Context: an optimization exercise on an open-source flow, tuned for small area and a short achievable clock period. The choices shown serve that exercise and are no tape-out recipe. Where RTL was checked, it was by simulation tests only, not by an equivalence proof against the original. For run 1, only the layout was checked, not whether the RTL still works.

==> flow/design.v (outline; a module is shown in full before it is edited, if it fits) <==
// module SRGL: 4981 lines
// module srgl_fa: 4 lines
// module srgl_nor: 3 lines
// module srgl_ha: 4 lines
module SRGL(
    input wire clk,
    input wire reset,
    input wire mov,
    input wire signed [31:0] mpu_valor,
    input wire [7:0] letra_base,
    input wire mpu_valid,
    output reg ready,
    output reg [7:0] letra_final
);
  // ...
==> flow/run.sh <==
#!/bin/bash
# synth_recipe.tcl (not shown) runs the flow's synth.tcl, then flattens the netlist and writes it again
# the make line also repeats each setting of config.mk as NAME=value (left out here)
make -C /OpenROAD-flow-scripts/flow DESIGN_CONFIG=/design/flow/config.mk WORK_HOME=/design/flow/orfs CLKGATE_MAP_FILE= SYNTH_SCRIPT=/design/flow/synth_recipe.tcl finish
==> flow/config.mk <==
export PLATFORM = sky130hd
export DESIGN_NAME = SRGL
export DESIGN_NICKNAME = SRGL
export VERILOG_FILES = /design/flow/design.v
export SDC_FILE = /design/flow/constraint.sdc
export NUM_CORES = 4
export LEC_CHECK = 0
export ABC_AREA = 1
export CAP_MARGIN = 20
export CORE_MARGIN = 2
export CORE_UTILIZATION = 40
export SLEW_MARGIN = 20
export SYNTH_HIERARCHICAL = 1
export SYNTH_MINIMUM_KEEP_SIZE = 0
==> flow/constraint.sdc <==
create_clock -name core_clock -period 90.0 [get_ports {clk}]
set_input_delay 18.0000 -clock core_clock [delete_from_list [all_inputs] [get_ports {clk}]]
set_output_delay 18.0000 -clock core_clock [all_outputs]
set_load 0.01 [all_outputs]
==> impl_metrics.env, run 1 <==
export IMPL_diodes=2
export IMPL_status="timing/DRC/antenna clean"
export IMPL_maxCapViolCount=0
export IMPL_top_layer="met4"
export IMPL_num_fill_cells=9856
export IMPL_multiInputGateArea_mm2=0.0289
export IMPL_final_clk_cell_share_pct=3.70
export IMPL_synth_common_cells="fa_1 (1,091), nor2_1 (486), edfxtp_1 (455), inv_1 (382), ha_1 (231)"
export IMPL_hold_class="register to register"
export IMPL_startpoint="letra_base[1]"
export IMPL_start_kind="input port"
export IMPL_ys_seq_area_share_pct=31.7
export IMPL_root_buffer="clkbuf_16"
export IMPL_grt_first_pass_wirelength_um=162000
export IMPL_fin_cells=4695
export IMPL_place_area_mm2=0.0470
export IMPL_cpMaxStageDelayCell="clkdlybuf4s50_1"
export IMPL_first_pass_iters=5
export IMPL_largest_reg_flops=21
export IMPL_cp_arrival_ps=33850
export IMPL_mostFrequentLayoutCell="fa_1"
export IMPL_wl_per_cell_um=22.1
export IMPL_end_kind="register"
export IMPL_rsz0062_at_grt="false"
export IMPL_synth_top_family_by_area="adder cells"
export IMPL_drv_slew=0
export IMPL_yosysUniqueCellTypes=39
export IMPL_synth_compound_area_share_pct=0.784
export IMPL_cts_resized=0
export IMPL_rows=122
export IMPL_regMostFlops="acc"
export IMPL_ys_ff_latch=470
==> run 2: changes to the inputs <==
--- a/flow/design.v
+++ b/flow/design.v
@@ -109,17 +109,17 @@
 wire adj = neg & (r30 != 5'd0);
 wire [5:0] rem = adj ? {1'b0, r30} - 6'd30 : {1'b0, r30};   
 wire [5:0] nrem = ~rem;
 wire [15:0] zz;                                   
 wire [13:0] nzz = ~zz[13:0];
 wire [6:0] mxh = ~zz[15:9] + {6'd0, (zz[8:0] == 9'd0)};   
 wire [7:0] dmax = {hmax[6], hmax} - {mxh[6], mxh};
 wire [7:0] dmin = {mxh[6], mxh} - {hmin[6], hmin};
-wire span_ok = ($signed(dmax) <= 8'sd15) & ($signed(dmin) <= 8'sd15);
+wire span_ok = (dmax[7] | ~|dmax[6:4]) & (dmin[7] | ~|dmin[6:4]);    
 wire [1:0] msel = {letra_base[3], letra_base[3] ? letra_base[2] : letra_base[1]};    
 wire [15:0] mf;
 genvar g;
 generate for (g = 0; g < 16; g = g + 1) begin : mfg
     assign mf[g] = (msel == 2'd0) ? g[0] : (msel == 2'd1) ? g[1] : (msel == 2'd2) ? g[2] : g[3];
 end endgenerate
 reg [14:0] qsel;
 always @(*) begin
==> flow/config.mk (replaced) <==
export PLATFORM = sky130hd
export DESIGN_NAME = SRGL
export DESIGN_NICKNAME = SRGL
export VERILOG_FILES = /design/flow/design.v
export SDC_FILE = /design/flow/constraint.sdc
export NUM_CORES = 4
export LEC_CHECK = 0
export ABC_AREA = 1
export CAP_MARGIN = 20
export CORE_MARGIN = 2
export CORE_UTILIZATION = 65
export SLEW_MARGIN = 20
export SYNTH_HIERARCHICAL = 1
export SYNTH_MINIMUM_KEEP_SIZE = 0
==> impl_metrics.env, run 2 <==
export IMPL_status="timing/DRC/antenna clean"
export IMPL_grt_first_pass_wirelength_um=165000
export IMPL_cp_slowest_stage_delay_ps=680
export IMPL_synth_edf_count=455
export IMPL_clk_pin_slew_ps=60
export IMPL_synthCells=3029
export IMPL_cts_tree="built"
export IMPL_grt_pass1_vias=26900
export IMPL_reg2reg_to="letra_final[3]"
export IMPL_die_h_um=265
export IMPL_diodes=0
export IMPL_first_pass_iters=5
export IMPL_synth_simple_area_share_pct=6.01
export IMPL_antenna_found_initial=0
export IMPL_drt_wl_total_um=105000
export IMPL_mostFrequentLayoutCell="fa_1"
export IMPL_yosysUniqueCellTypes=41
export IMPL_cts_sinks=470
export IMPL_cts_resized=0
export IMPL_cp_arrival_ps=33600
export IMPL_ys_warn_count=7
export IMPL_grt_max_degree=83
export IMPL_reg2reg_slack_ps=67750
export IMPL_tightestPinTransition_ps=1080
export IMPL_hold_start="sr26[0]"
export IMPL_cts_made_buffers=56
export IMPL_start_kind="input port"
export IMPL_overflow=0
export IMPL_grt_usage_pct=32.5
export IMPL_largest_reg_flops=21
export IMPL_ys_seq_area_share_pct=31.7
export IMPL_synth_area_mm2=0.0444
export IMPL_tns_ps=0
export IMPL_finalHoldViolCount=0
export IMPL_drv_slew=0
export IMPL_start_util_pct=65.8
export IMPL_drc=0
export IMPL_rsz0062_at_grt="false"
export IMPL_cpMostUsedCell="fa_1"
export IMPL_synth_area_top_cells="fa_1 (49%), edfxtp_1 (31%), ha_1 (6.5%), nor2_1 (4.0%), inv_1 (3.3%)"
export IMPL_end_kind="register"
export IMPL_port_buffers=36
export IMPL_synth_top_family_by_area="adder cells"
export IMPL_maxCapViolCount=0
export IMPL_drt_first_iter_violations=1858
export IMPL_dp_hpwl_um=86400
export IMPL_synth_compound_area_share_pct=0.804
export IMPL_synthMuxAreaShare_pct=0
export IMPL_cts_hold_buf=0
export IMPL_ant_nets=0
export IMPL_fmax_mhz=30.3
export IMPL_cpMaxStageDelayCell="buf_4"
export IMPL_endpoint="letra_final[3]"
export IMPL_synth_avg_cell_area_um2=14.6
export IMPL_die_area_mm2=0.0704
export IMPL_ys_ff_latch=470
export IMPL_htree_levels=2
export IMPL_die_x_um=265
export IMPL_drive_gt1_share_pct=6.41
export IMPL_max_slew_margin_pct=28.0
export IMPL_path_class="input port to register"
export IMPL_rows=95
export IMPL_setup_viol=0
export IMPL_period_minus_slack_ps=33050
export IMPL_syn_to_final_growth_pct=8.35
export IMPL_final_nets=4531
export IMPL_place_congestion=0.895
export IMPL_synth_adder_area_share_pct=55.6
export IMPL_cp_max_fo=30
export IMPL_r2r_start="acc[20]"
export IMPL_synth_xor_area_share_pct=2.50
export IMPL_cts_max_path_buffers=3
export IMPL_clock_latency_ps=630
export IMPL_async_flop_share_pct=3.19
export IMPL_viasPerCell=5.77
export IMPL_core_area_mm2=0.0674
export IMPL_fin_worst_skew_ps=16.0
export IMPL_regMostFlops="acc"
export IMPL_vias=23600
export IMPL_cts_setup_buffers=0
export IMPL_synth_top_area_share_pct=49.1
export IMPL_layout_common_cells="fa_1 (1,089), nor2_1 (470), edfxtp_1 (455)"
export IMPL_yosysMostFrequentCell="fa_1"
export IMPL_required_ps=90550
export IMPL_ios=53
export IMPL_synth_common_cells="fa_1 (1,089), nor2_1 (476), edfxtp_1 (455), inv_1 (386), ha_1 (229)"
export IMPL_hold_class="register to register"
export IMPL_root_buffer="clkbuf_16"
export IMPL_synth_net_count=4391
export IMPL_synth_ff_type="edfxtp_1"
export IMPL_startpoint="letra_base[2]"
export IMPL_yosysTopAreaCell="fa_1"
export IMPL_wl_per_cell_um=25.6
export IMPL_period_share_pct=36.7
export IMPL_r2r_cells=72
export IMPL_holdWs_ps=448
[run 2: routing by layer]
layer,vias to the layer above,track usage [%],share of wire (%)
li1,9909,-,-
met1,12700,46.6,41
met2,866,52.0,49
met3,166,5.80,7.0
met4,0,10.4,3.7
met5,-,0,0
[run 2: worst max-delay path: cells and delay by family]
kind / cells / cell delay [ps]
AOI/OAI and AO/OA: 3 / 940
xor gates and xnor gates: 2 / 350
adders and majority gates: 22 / 9510
buffers and inverters: 8 / 3230
and+or+nand+nor: 8 / 1540
[run 2: through the flow]
step	area, um^2	setup WS (ps)	util, %	std cells
3_3_place_gp	46200	56520	68.6	3984
2_1_floorplan	44400	50610	-	3029
6_report	48100	56950	71.3	4088
4_1_cts	48100	56980	71.3	4088
5_1_grt	48100	56310	71.3	4088
3_5_place_dp	46200	56360	68.6	3984
[run 2: modules after synthesis (local to each module, per instance)]
| module | copies in the design | flip-flops and latches |
|---|---|---|
| srgl_fa | 1072 | 0 |
| SRGL | 1 | 470 |
| srgl_nor | 420 | 0 |
| srgl_ha | 78 | 0 |
[run 2: kinds of logic (layout without fill, tap and decap cells)]
logic type / Yosys count / count (layout)
adders and majority gates: 1318 / 1318
and+or+nand+nor: 652 / 652
DFF: 470 / 470
buffers and inverters: 401 / 587
xor gates and xnor gates: 126 / 126
AOI/OAI and AO/OA: 61 / 61
other: 1 / 1
[run 2: how the worst min path moves through the flow]
stage               to  slack (ps)  cells past startpoint
2_1_floorplan    ready         370                      0
3_3_place_gp    sr3[0]         430                      0
5_1_grt        sr27[0]         460                      0
3_5_place_dp   sr27[0]         440                      0
6_report       sr27[0]         450                      0
4_1_cts        sr27[0]         450                      0
[run 2: layout make-up]
| cell class | instances | area [um^2] |
|---|---|---|
| repair buffers | 94 | 791 |
| multi-input cells | 2158 | 28900 |
| inverters | 389 | 1460 |
| flip-flops and latches | 470 | 14000 |
| well taps | 873 | 1090 |
| fillers | 4543 | 19300 |
| clock inverters | 30 | 263 |
| clock buffers | 74 | 1560 |
==> run 3: changes to the inputs <==
--- a/flow/config.mk
+++ b/flow/config.mk
@@ -10,4 +10,5 @@
 export CORE_MARGIN = 2
 export CORE_UTILIZATION = 65
+export CTS_BUF_LIST = sky130_fd_sc_hd__clkbuf_4
 export SLEW_MARGIN = 20
 export SYNTH_HIERARCHICAL = 1
==> impl_metrics.env, run 3 <==
export IMPL_place_congestion=0.895
export IMPL_grt_first_pass_wirelength_um=167000
export IMPL_num_fill_cells=4626
export IMPL_synthCells=3029
export IMPL_cpMostUsedCell="fa_1"
export IMPL_period_share_pct=36.2
export IMPL_synth_edf_count=455
export IMPL_drc=0
export IMPL_ys_seq_area_share_pct=31.7
export IMPL_cp_slowest_stage_delay_ps=670
export IMPL_cp_max_fo=30
export IMPL_synth_compound_area_share_pct=0.804
export IMPL_mostFrequentLayoutCell="fa_1"
export IMPL_core_area_mm2=0.0674
export IMPL_synth_common_cells="fa_1 (1,089), nor2_1 (476), edfxtp_1 (455), inv_1 (386), ha_1 (229)"
export IMPL_clk_pin_slew_ps=60
export IMPL_whs_path_depth=0
export IMPL_cts_made_buffers=142
export IMPL_htree_levels=4
export IMPL_r2r_start="acc[20]"
export IMPL_hold_start="sr22[0]"
export IMPL_die_h_um=265
export IMPL_largest_reg_flops=21
export IMPL_path_depth=43
export IMPL_layout_common_cells="fa_1 (1,089), nor2_1 (470), edfxtp_1 (455)"
export IMPL_die_area_mm2=0.0704
export IMPL_grt_max_degree=83
export IMPL_critPathTopFamily="adder cells"
export IMPL_yosysTopAreaCell="fa_1"
export IMPL_fmax_mhz=30.7
export IMPL_start_util_pct=65.8
export IMPL_cts_resized=0
export IMPL_drt_wl_total_um=106000
export IMPL_synth_net_count=4391
export IMPL_antenna_found_initial=2
export IMPL_yosysMostFrequentCell="fa_1"
export IMPL_grt_pass1_vias=27700
export IMPL_cpMaxStageDelayCell="buf_4"
export IMPL_fin_ws_ps=57380
export IMPL_root_buffer="clkbuf_4"
export IMPL_required_ps=90890
export IMPL_ys_ff_latch=470
export IMPL_fin_worst_skew_ps=67.7
export IMPL_async_flop_share_pct=3.19
export IMPL_synth_simple_area_share_pct=6.01
export IMPL_synth_area_mm2=0.0444
export IMPL_final_nets=4617
export IMPL_drt_first_iter_violations=1941
export IMPL_synthMuxAreaShare_pct=0
export IMPL_reg2reg_to="letra_final[3]"
export IMPL_clock_latency_ps=1020
export IMPL_synth_area_top_cells="fa_1 (49%), edfxtp_1 (31%), ha_1 (6.5%), nor2_1 (4.0%), inv_1 (3.3%)"
export IMPL_port_buffers=36
export IMPL_synth_avg_cell_area_um2=14.6
export IMPL_regMostFlops="acc"
export IMPL_hold_class="register to register"
export IMPL_vias=24100
export IMPL_synth_top_family_by_area="adder cells"
export IMPL_cts_tree="built"
export IMPL_synth_xor_area_share_pct=2.50
export IMPL_ys_warn_count=7
export IMPL_synth_ff_type="edfxtp_1"
export IMPL_r2r_cells=72
export IMPL_yosysUniqueCellTypes=41
export IMPL_cp_arrival_ps=33500
export IMPL_period_minus_slack_ps=32620
export IMPL_grt_usage_pct=33.0
export IMPL_rsz0062_at_grt="false"
export IMPL_path_class="input port to register"
export IMPL_die_x_um=265
export IMPL_crit_buf_inv=8
export IMPL_place_ws_ps=56360
export IMPL_drv_slew=0
export IMPL_rows=95
export IMPL_dp_cells=3984
export IMPL_cts_setup_buffers=0
export IMPL_syn_to_final_growth_pct=8.60
export IMPL_status="timing/DRC/antenna clean"
export IMPL_viasPerCell=5.67
export IMPL_fin_area_mm2=0.0482
export IMPL_reg2reg_slack_ps=67790
export IMPL_tns_ps=0
export IMPL_whs_endpoint="sr23[0]"
export IMPL_cts_max_path_buffers=3
export IMPL_synth_adder_area_share_pct=55.6
export IMPL_fin_cells=4248
export IMPL_ios=53
export IMPL_finalHoldViolCount=0
export IMPL_dp_hpwl_um=86400
export IMPL_maxCapViolCount=0
export IMPL_setup_viol=0
export IMPL_ant_nets=0
export IMPL_cts_sinks=470
export IMPL_cts_hold_buf=0
export IMPL_first_pass_iters=5
export IMPL_tightestPinTransition_ps=1090
export IMPL_wl_per_cell_um=24.9
export IMPL_max_slew_margin_pct=27.5
export IMPL_end_kind="register"
export IMPL_synth_top_area_share_pct=49.1
export IMPL_holdWs_ps=427
export IMPL_overflow=0
export IMPL_start_kind="input port"
export IMPL_place_area_mm2=0.0462
export IMPL_drive_gt1_share_pct=10.2
## run 3: cell families (layout without fill, tap and decap cells)
kind of cell	after synthesis	after routing
other	1	7
DFF	470	470
AOI/OAI and AO/OA	61	61
buffers and inverters	401	741
xor gates and xnor gates	126	126
and+or+nand+nor	652	652
adders and majority gates	1318	1318
## run 3: area by class of cell
type                            instances  area [um^2]  area share, %
Clock buffer                          208         1560           3.24
Multi-Input combinational cell       2158        28900           59.9
Antenna cell                            6         15.0         0.0312
Sequential cell                       470        14000           29.2
Clock inverter                         50          358          0.743
Tap cell                              873         1090           2.27
Timing Repair Buffer                   94          791           1.64
Inverter                              389         1460           3.03
## run 3: how the worst max path moves through the flow
stage | start | endpoint | slack, ps
after CTS | letra_base[2] | letra_final[3] | 57420
after global routing | letra_base[2] | letra_final[3] | 56680
after floorplan | mpu_valid | write_ptr[4] | 50610
after global placement | letra_base[2] | letra_final[3] | 56520
final | letra_base[2] | letra_final[3] | 57380
after detailed placement | letra_base[2] | letra_final[3] | 56360
## run 3: stage by stage
step                util [%]
floorplan                  -
global placement        68.6
detailed placement      68.6
CTS                     71.5
global route            71.5
finish                  71.5
## run 3: Yosys stat by module (local to each module, per instance)
module	copies in the design	cells inside
srgl_ha	78	1
SRGL	1	1459
srgl_fa	1072	1
srgl_nor	420	1
## run 3: metal layers
layer  up-vias  global-route usage, %  wire, um
met5         -                      0         0
met1     12800                   46.5     43100
met2       911                   51.8     51100
met4         0                   11.8      3760
li1      10200                      -         -
met3       190                   7.78      7930
==> run 4: changes to the inputs <==
--- a/flow/config.mk
+++ b/flow/config.mk
@@ -10,5 +10,6 @@
 export CORE_MARGIN = 2
 export CORE_UTILIZATION = 65
-export CTS_BUF_LIST = sky130_fd_sc_hd__clkbuf_4
+export CTS_BUF_LIST = sky130_fd_sc_hd__clkbuf_8
+export CTS_CLUSTER_SIZE = 30
 export SLEW_MARGIN = 20
 export SYNTH_HIERARCHICAL = 1
==> impl_metrics.env, run 4 <==
export IMPL_status="timing/DRC/antenna clean"
export IMPL_drt_first_iter_violations=1868
export IMPL_dp_hpwl_um=86400
export IMPL_rsz0062_at_grt="false"
export IMPL_die_h_um=265
export IMPL_rows=95
export IMPL_htree_levels=3
export IMPL_finalHoldViolCount=0
export IMPL_largest_reg_flops=21
export IMPL_cp_max_fo=30
export IMPL_final_nets=4566
export IMPL_antenna_found_initial=1
export IMPL_root_buffer="clkbuf_8"
export IMPL_maxCapViolCount=0
export IMPL_required_ps=90620
export IMPL_clk_pin_slew_ps=50
export IMPL_setup_viol=0
export IMPL_max_slew_margin_pct=29.4
export IMPL_period_share_pct=36.6
export IMPL_ys_warn_count=7
export IMPL_synth_edf_count=455
export IMPL_r2r_start="acc[20]"
export IMPL_hold_start="sr0[0]"
export IMPL_ios=53
export IMPL_tns_ps=0
export IMPL_synth_common_cells="fa_1 (1,089), nor2_1 (476), edfxtp_1 (455), inv_1 (386), ha_1 (229)"
export IMPL_yosysUniqueCellTypes=41
export IMPL_critPathTopFamily="adder cells"
export IMPL_grt_max_degree=83
export IMPL_clock_latency_ps=700
export IMPL_fin_worst_skew_ps=20.1
export IMPL_cp_arrival_ps=33590
export IMPL_path_depth=43
export IMPL_startpoint="letra_base[2]"
export IMPL_period_minus_slack_ps=32970
export IMPL_synth_top_area_share_pct=49.1
export IMPL_ant_nets=0
export IMPL_cts_sinks=470
export IMPL_ys_seq_area_share_pct=31.7
export IMPL_crit_buf_inv=8
export IMPL_hold_class="register to register"
export IMPL_synth_net_count=4391
export IMPL_fmax_mhz=30.3
export IMPL_synthCells=3029
export IMPL_die_area_mm2=0.0704
export IMPL_port_buffers=36
export IMPL_vias=23600
export IMPL_drive_gt1_share_pct=6.97
export IMPL_cts_hold_buf=0
export IMPL_cts_max_path_buffers=3
export IMPL_syn_to_final_growth_pct=8.02
export IMPL_tightestPinTransition_ps=1060
export IMPL_r2r_cells=72
export IMPL_drt_wl_total_um=105000
export IMPL_yosysMostFrequentCell="fa_1"
export IMPL_cts_tree="built"
export IMPL_place_congestion=0.895
export IMPL_path_class="input port to register"
export IMPL_drc=0
export IMPL_regMostFlops="acc"
export IMPL_overflow=0
export IMPL_synth_area_top_cells="fa_1 (49%), edfxtp_1 (31%), ha_1 (6.5%), nor2_1 (4.0%), inv_1 (3.3%)"
export IMPL_cpMaxStageDelayCell="buf_4"
export IMPL_synth_area_mm2=0.0444
export IMPL_first_pass_iters=5
export IMPL_core_area_mm2=0.0674
export IMPL_die_x_um=265
export IMPL_cpMostUsedCell="fa_1"
export IMPL_ys_ff_latch=470
export IMPL_grt_pass1_vias=27100
export IMPL_grt_usage_pct=32.7
export IMPL_cts_made_buffers=91
export IMPL_drv_slew=0
export IMPL_wl_per_cell_um=25.4
export IMPL_synth_ff_type="edfxtp_1"
export IMPL_whs_path_depth=0
export IMPL_start_kind="input port"
export IMPL_viasPerCell=5.69
export IMPL_cts_resized=0
export IMPL_async_flop_share_pct=3.19
export IMPL_grt_first_pass_wirelength_um=165000
export IMPL_yosysTopAreaCell="fa_1"
export IMPL_cp_slowest_stage_delay_ps=680
export IMPL_mostFrequentLayoutCell="fa_1"
export IMPL_layout_common_cells="fa_1 (1,089), nor2_1 (470), edfxtp_1 (455)"
export IMPL_cts_setup_buffers=0
export IMPL_end_kind="register"
export IMPL_synth_avg_cell_area_um2=14.6
export IMPL_start_util_pct=65.8
## run 4: per-layer routing
metal	up-vias	share of wire (%)	GRT usage, %
li1	9992	-	-
met5	-	0	0
met4	0	4.0	11.2
met3	195	7.3	6.95
met1	12500	41	46.5
met2	866	48	51.5
## run 4: path summary, 6_finish.rpt
kind | endpoint | slack [ps]
min in group asynchronous | write_ptr[1] | 17670
worst max-delay path | letra_final[3] | 57030
worst min register to register | sr1[0] | 440
max in group asynchronous | letra_final[1] | 71960
worst min-delay path | sr1[0] | 440
worst max register to register | letra_final[3] | 67700
## run 4: final cells by class
type	count	area (um^2)
multi-input combinational	2158	28900
tap	873	1090
inverter	389	1460
timing repair buffer	94	791
clock buffer	93	1280
sequential	470	14000
clock inverter	65	397
antenna	1	2.50
fill	4618	19500
## run 4: per-stage QoR
stage	worst slack, ps	hold slack [ps]	instances	utilization [%]	cell area, um^2
4_1_cts	57110	443	4142	71.1	47900
5_1_grt	56450	460	4143	71.1	47900
3_3_place_gp	56520	434	3984	68.6	46200
3_5_place_dp	56360	436	3984	68.6	46200
2_1_floorplan	50610	375	3029	-	44400
6_report	57030	445	4143	71.1	47900
## run 4: kinds of logic (layout without fill, tap and decap cells)
kind of cell / after synthesis / in the layout / share of synthesized area [%]
adders and majority gates: 1318 / 1318 / 55.6
AOI/OAI and AO/OA: 61 / 61 / 0.804
xor gates and xnor gates: 126 / 126 / 2.50
buffers and inverters: 401 / 641 / 3.41
DFF: 470 / 470 / 31.7
other: 1 / 2 / 0.00845
and+or+nand+nor: 652 / 652 / 6.01
## run 4: per-module statistics from Yosys, one instance, submodules excluded
module	copies in the design	flops+latches	area, um^2	cells
srgl_fa	1072	0	20.0	1
srgl_ha	78	0	12.5	1
SRGL	1	470	20400	1459
srgl_nor	420	0	3.75	1
==> run 5: changes to the inputs <==
--- a/flow/config.mk
+++ b/flow/config.mk
@@ -10,6 +10,6 @@
 export CORE_MARGIN = 2
 export CORE_UTILIZATION = 65
-export CTS_BUF_LIST = sky130_fd_sc_hd__clkbuf_8
-export CTS_CLUSTER_SIZE = 30
+export CTS_CLUSTER_DIAMETER = 100
+export CTS_CLUSTER_SIZE = 40
 export SLEW_MARGIN = 20
 export SYNTH_HIERARCHICAL = 1
==> impl_metrics.env, run 5 <==
export IMPL_largest_reg_flops=21
export IMPL_die_h_um=265
export IMPL_cts_hold_buf=0
export IMPL_hold_class="register to register"
export IMPL_ios=53
export IMPL_synth_simple_area_share_pct=6.01
export IMPL_tightestPinTransition_ps=1070
export IMPL_crit_buf_inv=8
export IMPL_setup_viol=0
export IMPL_ys_seq_area_share_pct=31.7
export IMPL_layout_common_cells="fa_1 (1,089), nor2_1 (470), edfxtp_1 (455)"
export IMPL_fin_cells=4041
export IMPL_yosysMostFrequentCell="fa_1"
export IMPL_period_minus_slack_ps=32980
export IMPL_drt_first_iter_violations=1904
export IMPL_drv_slew=0
export IMPL_fin_worst_skew_ps=23.3
export IMPL_grt_usage_pct=32.0
export IMPL_clk_pin_slew_ps=90
export IMPL_root_buffer="clkbuf_16"
export IMPL_cts_tree="built"
export IMPL_synth_top_area_share_pct=49.1
export IMPL_syn_to_final_growth_pct=6.89
export IMPL_core_area_mm2=0.0674
export IMPL_grt_max_degree=83
export IMPL_ant_nets=0
export IMPL_diodes=0
export IMPL_rsz0062_at_grt="false"
export IMPL_start_kind="input port"
export IMPL_vias=23200
export IMPL_synth_top_family_by_area="adder cells"
export IMPL_grt_pass1_vias=26500
export IMPL_synth_xor_area_share_pct=2.50
export IMPL_synth_avg_cell_area_um2=14.6
export IMPL_drt_wl_total_um=104000
export IMPL_required_ps=90570
export IMPL_synth_area_mm2=0.0444
export IMPL_synth_common_cells="fa_1 (1,089), nor2_1 (476), edfxtp_1 (455), inv_1 (386), ha_1 (229)"
export IMPL_port_buffers=36
export IMPL_drc=0
export IMPL_synth_compound_area_share_pct=0.804
export IMPL_start_util_pct=65.8
export IMPL_synthCells=3029
export IMPL_synth_area_top_cells="fa_1 (49%), edfxtp_1 (31%), ha_1 (6.5%), nor2_1 (4.0%), inv_1 (3.3%)"
export IMPL_ys_warn_count=7
export IMPL_die_area_mm2=0.0704
export IMPL_end_kind="register"
export IMPL_first_pass_iters=7
export IMPL_regMostFlops="acc"
export IMPL_path_class="input port to register"
export IMPL_mostFrequentLayoutCell="fa_1"
export IMPL_fmax_mhz=30.3
export IMPL_period_share_pct=36.6
export IMPL_htree_levels=1
export IMPL_cpMostUsedCell="fa_1"
export IMPL_grt_first_pass_wirelength_um=163000
export IMPL_drive_gt1_share_pct=5.46
export IMPL_cpMaxStageDelayCell="buf_4"
export IMPL_cts_made_buffers=31
export IMPL_tns_ps=0
export IMPL_cp_arrival_ps=33550
export IMPL_cp_slowest_stage_delay_ps=670
export IMPL_dp_hpwl_um=86400
export IMPL_place_congestion=0.895
export IMPL_final_nets=4506
export IMPL_antenna_found_initial=0
export IMPL_max_slew_margin_pct=28.4
export IMPL_clock_latency_ps=650
export IMPL_synth_edf_count=455
export IMPL_yosysUniqueCellTypes=41
export IMPL_finalHoldViolCount=0
export IMPL_cts_setup_buffers=0
export IMPL_synthMuxAreaShare_pct=0
export IMPL_synth_net_count=4391
export IMPL_async_flop_share_pct=3.19
export IMPL_overflow=0
export IMPL_cts_sinks=470
export IMPL_status="timing/DRC/antenna clean"
export IMPL_synth_adder_area_share_pct=55.6
export IMPL_rows=95
export IMPL_maxCapViolCount=0
export IMPL_critPathTopFamily="adder cells"
export IMPL_yosysTopAreaCell="fa_1"
export IMPL_synth_ff_type="edfxtp_1"
export IMPL_wl_per_cell_um=25.6
export IMPL_dp_cells=3984
export IMPL_ys_ff_latch=470
export IMPL_viasPerCell=5.75
export IMPL_cts_max_path_buffers=3
export IMPL_cts_resized=0
export IMPL_die_x_um=265
export IMPL_cp_max_fo=30
-- run 5: per-module statistics from Yosys, one instance, submodules excluded --
module / cells / flops+latches / cell area [um^2]
SRGL: 1459 / 470 / 20400
srgl_fa: 1 / 0 / 20.0
srgl_ha: 1 / 0 / 12.5
srgl_nor: 1 / 0 / 3.75
-- run 5: worst register-to-register path: cells and delay by family (launching register included) --
family	cells	cell delay, ps
AOI/OAI and AO/OA	3	950
adders and majority gates	37	15910
buffers and inverters	11	1850
and+or+nand+nor	16	2030
xor gates and xnor gates	5	920
DFF	1	550
-- run 5: final timing paths --
kind	slack, ps	cells after the start	to	start
max reg2reg	67700	72	letra_final[3]	acc[20]
max in group asynchronous	71910	2	letra_final[1]	reset
max	57020	43	letra_final[3]	letra_base[2]
min in group asynchronous	17710	2	write_ptr[0]	reset
min reg2reg	450	0	sr21[0]	sr20[0]
min	450	0	sr21[0]	sr20[0]
-- run 5: cell families after synthesis --
logic type / Yosys count
other cells: 1
fa+ha+maj: 1318
buf+inv: 401
xor+xnor: 126
compound gates: 61
simple gates: 652
flops: 470
-- run 5: final cells by class --
cell class,instances,area (um^2)
Multi-Input combinational cell,2158,28900
Fill cell,4597,20000
Sequential cell,470,14000
Clock inverter,25,387
Clock buffer,32,790
Inverter,389,1460
Tap cell,873,1090
Timing Repair Buffer,94,791
-- run 5: through the flow --
step / area (um^2) / worst slack, ps / hold WS, ps / util, %
after global routing: 47400 / 56400 / 465 / 70.4
final: 47400 / 57020 / 455 / 70.4
after detailed placement: 46200 / 56360 / 436 / 68.6
after floorplan: 44400 / 50610 / 375 / -
after CTS: 47400 / 57050 / 459 / 70.4
after global placement: 46200 / 56520 / 434 / 68.6
-- run 5: metal layers --
layer	wire, um	GRT usage [%]
met1	43000	46.9
met2	50200	51.4
met3	6800	5.20
met4	3580	8.72
met5	0	0
==> run 6: changes to the inputs <==
--- a/flow/config.mk
+++ b/flow/config.mk
@@ -9,7 +9,5 @@
 export CAP_MARGIN = 20
 export CORE_MARGIN = 2
-export CORE_UTILIZATION = 65
-export CTS_CLUSTER_DIAMETER = 100
-export CTS_CLUSTER_SIZE = 40
+export CORE_UTILIZATION = 40
 export SLEW_MARGIN = 20
 export SYNTH_HIERARCHICAL = 1
==> impl_metrics.env, run 6 <==
export IMPL_tns_ps=0
export IMPL_yosysUniqueCellTypes=41
export IMPL_hold_start="sr1[0]"
export IMPL_largest_reg_flops=21
export IMPL_ios=53
export IMPL_tightestPinTransition_ps=1170
export IMPL_yosysTopAreaCell="fa_1"
export IMPL_drt_first_iter_violations=1545
export IMPL_ant_nets=0
export IMPL_fin_worst_skew_ps=22.6
export IMPL_fmax_mhz=30.6
export IMPL_cts_tree="built"
export IMPL_syn_to_final_growth_pct=9.76
export IMPL_dp_hpwl_um=86700
export IMPL_reg2reg_slack_ps=67910
export IMPL_ys_seq_area_share_pct=31.7
export IMPL_die_x_um=337
export IMPL_reg2reg_to="letra_final[3]"
export IMPL_rows=122
export IMPL_hold_class="register to register"
export IMPL_port_buffers=36
export IMPL_r2r_cells=72
export IMPL_diodes=0
export IMPL_ys_ff_latch=470
export IMPL_clk_pin_slew_ps=60
export IMPL_drive_gt1_share_pct=5.89
export IMPL_vias=22500
export IMPL_startpoint="letra_base[2]"
export IMPL_cts_made_buffers=56
export IMPL_layout_common_cells="fa_1 (1,088), nor2_1 (470), edfxtp_1 (455)"
export IMPL_rsz0062_at_grt="false"
export IMPL_cp_arrival_ps=33250
export IMPL_synth_area_top_cells="fa_1 (49%), edfxtp_1 (31%), ha_1 (6.5%), nor2_1 (4.0%), inv_1 (3.3%)"
export IMPL_finalHoldViolCount=0
export IMPL_async_flop_share_pct=3.19
export IMPL_holdWs_ps=452
export IMPL_drc=0
export IMPL_first_pass_iters=5
export IMPL_viasPerCell=4.79
export IMPL_drv_slew=0
export IMPL_grt_usage_pct=19.9
export IMPL_start_util_pct=40.2
export IMPL_overflow=0
export IMPL_grt_pass1_vias=25700
export IMPL_yosysMostFrequentCell="fa_1"
export IMPL_cp_max_fo=33
export IMPL_period_share_pct=36.3
export IMPL_cts_sinks=470
export IMPL_antenna_found_initial=1
export IMPL_root_buffer="clkbuf_16"
export IMPL_cpMaxStageDelayCell="buf_4"
export IMPL_grt_max_degree=173
export IMPL_end_kind="register"
export IMPL_synth_top_area_share_pct=49.1
export IMPL_max_slew_margin_pct=22.2
export IMPL_wl_per_cell_um=22.5
export IMPL_whs_path_depth=0
export IMPL_regMostFlops="acc"
export IMPL_period_minus_slack_ps=32690
export IMPL_drt_wl_total_um=106000
export IMPL_die_h_um=337
export IMPL_place_congestion=0.858
export IMPL_clock_latency_ps=650
export IMPL_synth_common_cells="fa_1 (1,089), nor2_1 (476), edfxtp_1 (455), inv_1 (386), ha_1 (229)"
export IMPL_setup_viol=0
export IMPL_final_nets=4528
export IMPL_synthCells=3029
export IMPL_cp_slowest_stage_delay_ps=680
export IMPL_htree_levels=2
export IMPL_die_area_mm2=0.114
export IMPL_whs_endpoint="sr2[0]"
export IMPL_synth_avg_cell_area_um2=14.6
export IMPL_core_area_mm2=0.110
export IMPL_cts_hold_buf=0
export IMPL_status="timing/DRC/antenna clean"
export IMPL_start_kind="input port"
export IMPL_synth_edf_count=455
export IMPL_r2r_start="acc[20]"
export IMPL_mostFrequentLayoutCell="fa_1"
export IMPL_synth_net_count=4391
export IMPL_cts_setup_buffers=0
export IMPL_path_class="input port to register"
export IMPL_cts_max_path_buffers=3
export IMPL_grt_first_pass_wirelength_um=164000
export IMPL_synth_area_mm2=0.0444
export IMPL_cpMostUsedCell="fa_1"
export IMPL_required_ps=90560
export IMPL_cts_resized=0
export IMPL_ys_warn_count=7
export IMPL_synth_ff_type="edfxtp_1"
export IMPL_maxCapViolCount=0
-- run 6: worst max path at each step --
stage,end,slack [ps]
2_1_floorplan,write_ptr[4],50610
3_3_place_gp,letra_final[3],56880
3_5_place_dp,letra_final[3],56770
4_1_cts,letra_final[3],57440
5_1_grt,letra_final[3],56850
6_report,letra_final[3],57310
-- run 6: final cells by class --
| cell class | instances | area (um^2) |
|---|---|---|
| clock buffer | 67 | 1440 |
| clock inverter | 32 | 223 |
| fill | 9882 | 61700 |
| inverter | 389 | 1460 |
| multi-input combinational | 2158 | 28900 |
| sequential | 470 | 14000 |
| tap | 1488 | 1860 |
| timing repair buffer | 91 | 793 |
-- run 6: cell families (layout without fill, tap and decap cells) --
| kind of cell | Yosys count | count (layout) | share of synthesized area [%] |
|---|---|---|---|
| compound gates | 61 | 61 | 0.804 |
| xor+xnor | 126 | 126 | 2.50 |
| fa+ha+maj | 1318 | 1318 | 55.6 |
| buf+inv | 401 | 579 | 3.41 |
| flops | 470 | 470 | 31.7 |
| other cells | 1 | 1 | 0.00845 |
| simple gates | 652 | 652 | 6.01 |
-- run 6: worst max-delay path: cells and delay by family --
kind	cells	cell delay (ps)
compound gates	3	1000
simple gates	8	1330
xor+xnor	2	320
fa+ha+maj	21	9330
buf+inv	8	3160
-- run 6: per-layer routing --
layer / part of all wire [%] / GRT usage (%)
met1: 43 / 27.4
met2: 49 / 33.1
met3: 5.2 / 3.01
met4: 2.8 / 5.37
met5: 0 / 0
-- run 6: Yosys stat by module, one instance, submodules excluded --
module	flops+latches	area, um^2
SRGL	470	20400
srgl_ha	0	12.5
srgl_nor	0	3.75
srgl_fa	0	20.0
-- run 6: through the flow --
step / instance area [um^2] / cells / setup slack (ps) / utilization [%]
finish: 48700 / 4695 / 57310 / 44.1
detailed placement: 47000 / 4596 / 56770 / 42.6
floorplan: 44400 / 3029 / 50610 / -
global route: 48700 / 4695 / 56850 / 44.1
global placement: 47000 / 4596 / 56880 / 42.6
CTS: 48700 / 4695 / 57440 / 44.1

afterwards: timing with drivers on the ports:
The flow's constraints put no driver on any port. The routed layouts listed below were extracted and timed again, unchanged, in two steps.
Step 1 (the two cells are an assumption about what drives the block):
set clk [get_ports {clk}]
set_driving_cell -lib_cell sky130_fd_sc_hd__clkbuf_16 $clk
set_driving_cell -lib_cell sky130_fd_sc_hd__buf_2 [delete_from_list [all_inputs] $clk]
Step 2, shift: input delay + t, output delay - t, t = (earliest + latest rising clock arrival at the registers) / 2. This alone moves slack from input paths to output paths.
a / b / c = no drivers / after step 1 / after step 2; a / b = the first two.
run	shift t [ns]	setup slack, ns	worst setup path after step 2
run 1	0.705	56.734 / 56.776 / 56.071	input to register
run 2	0.684	56.949 / 56.995 / 56.311	input to register
run 3	1.044	57.384 / 57.430 / 56.385	input to register
run 4	0.752	57.031 / 57.076 / 56.323	input to register
run 5	0.702	57.024 / 57.070 / 56.368	input to register
run 6	0.702	57.307 / 57.351 / 56.649	input to register
After both steps setup and hold are still met in every run listed. For run 3, which loses most, drivers alone change the setup slack by +0.046 ns; drivers and shift together by -0.999 ns.
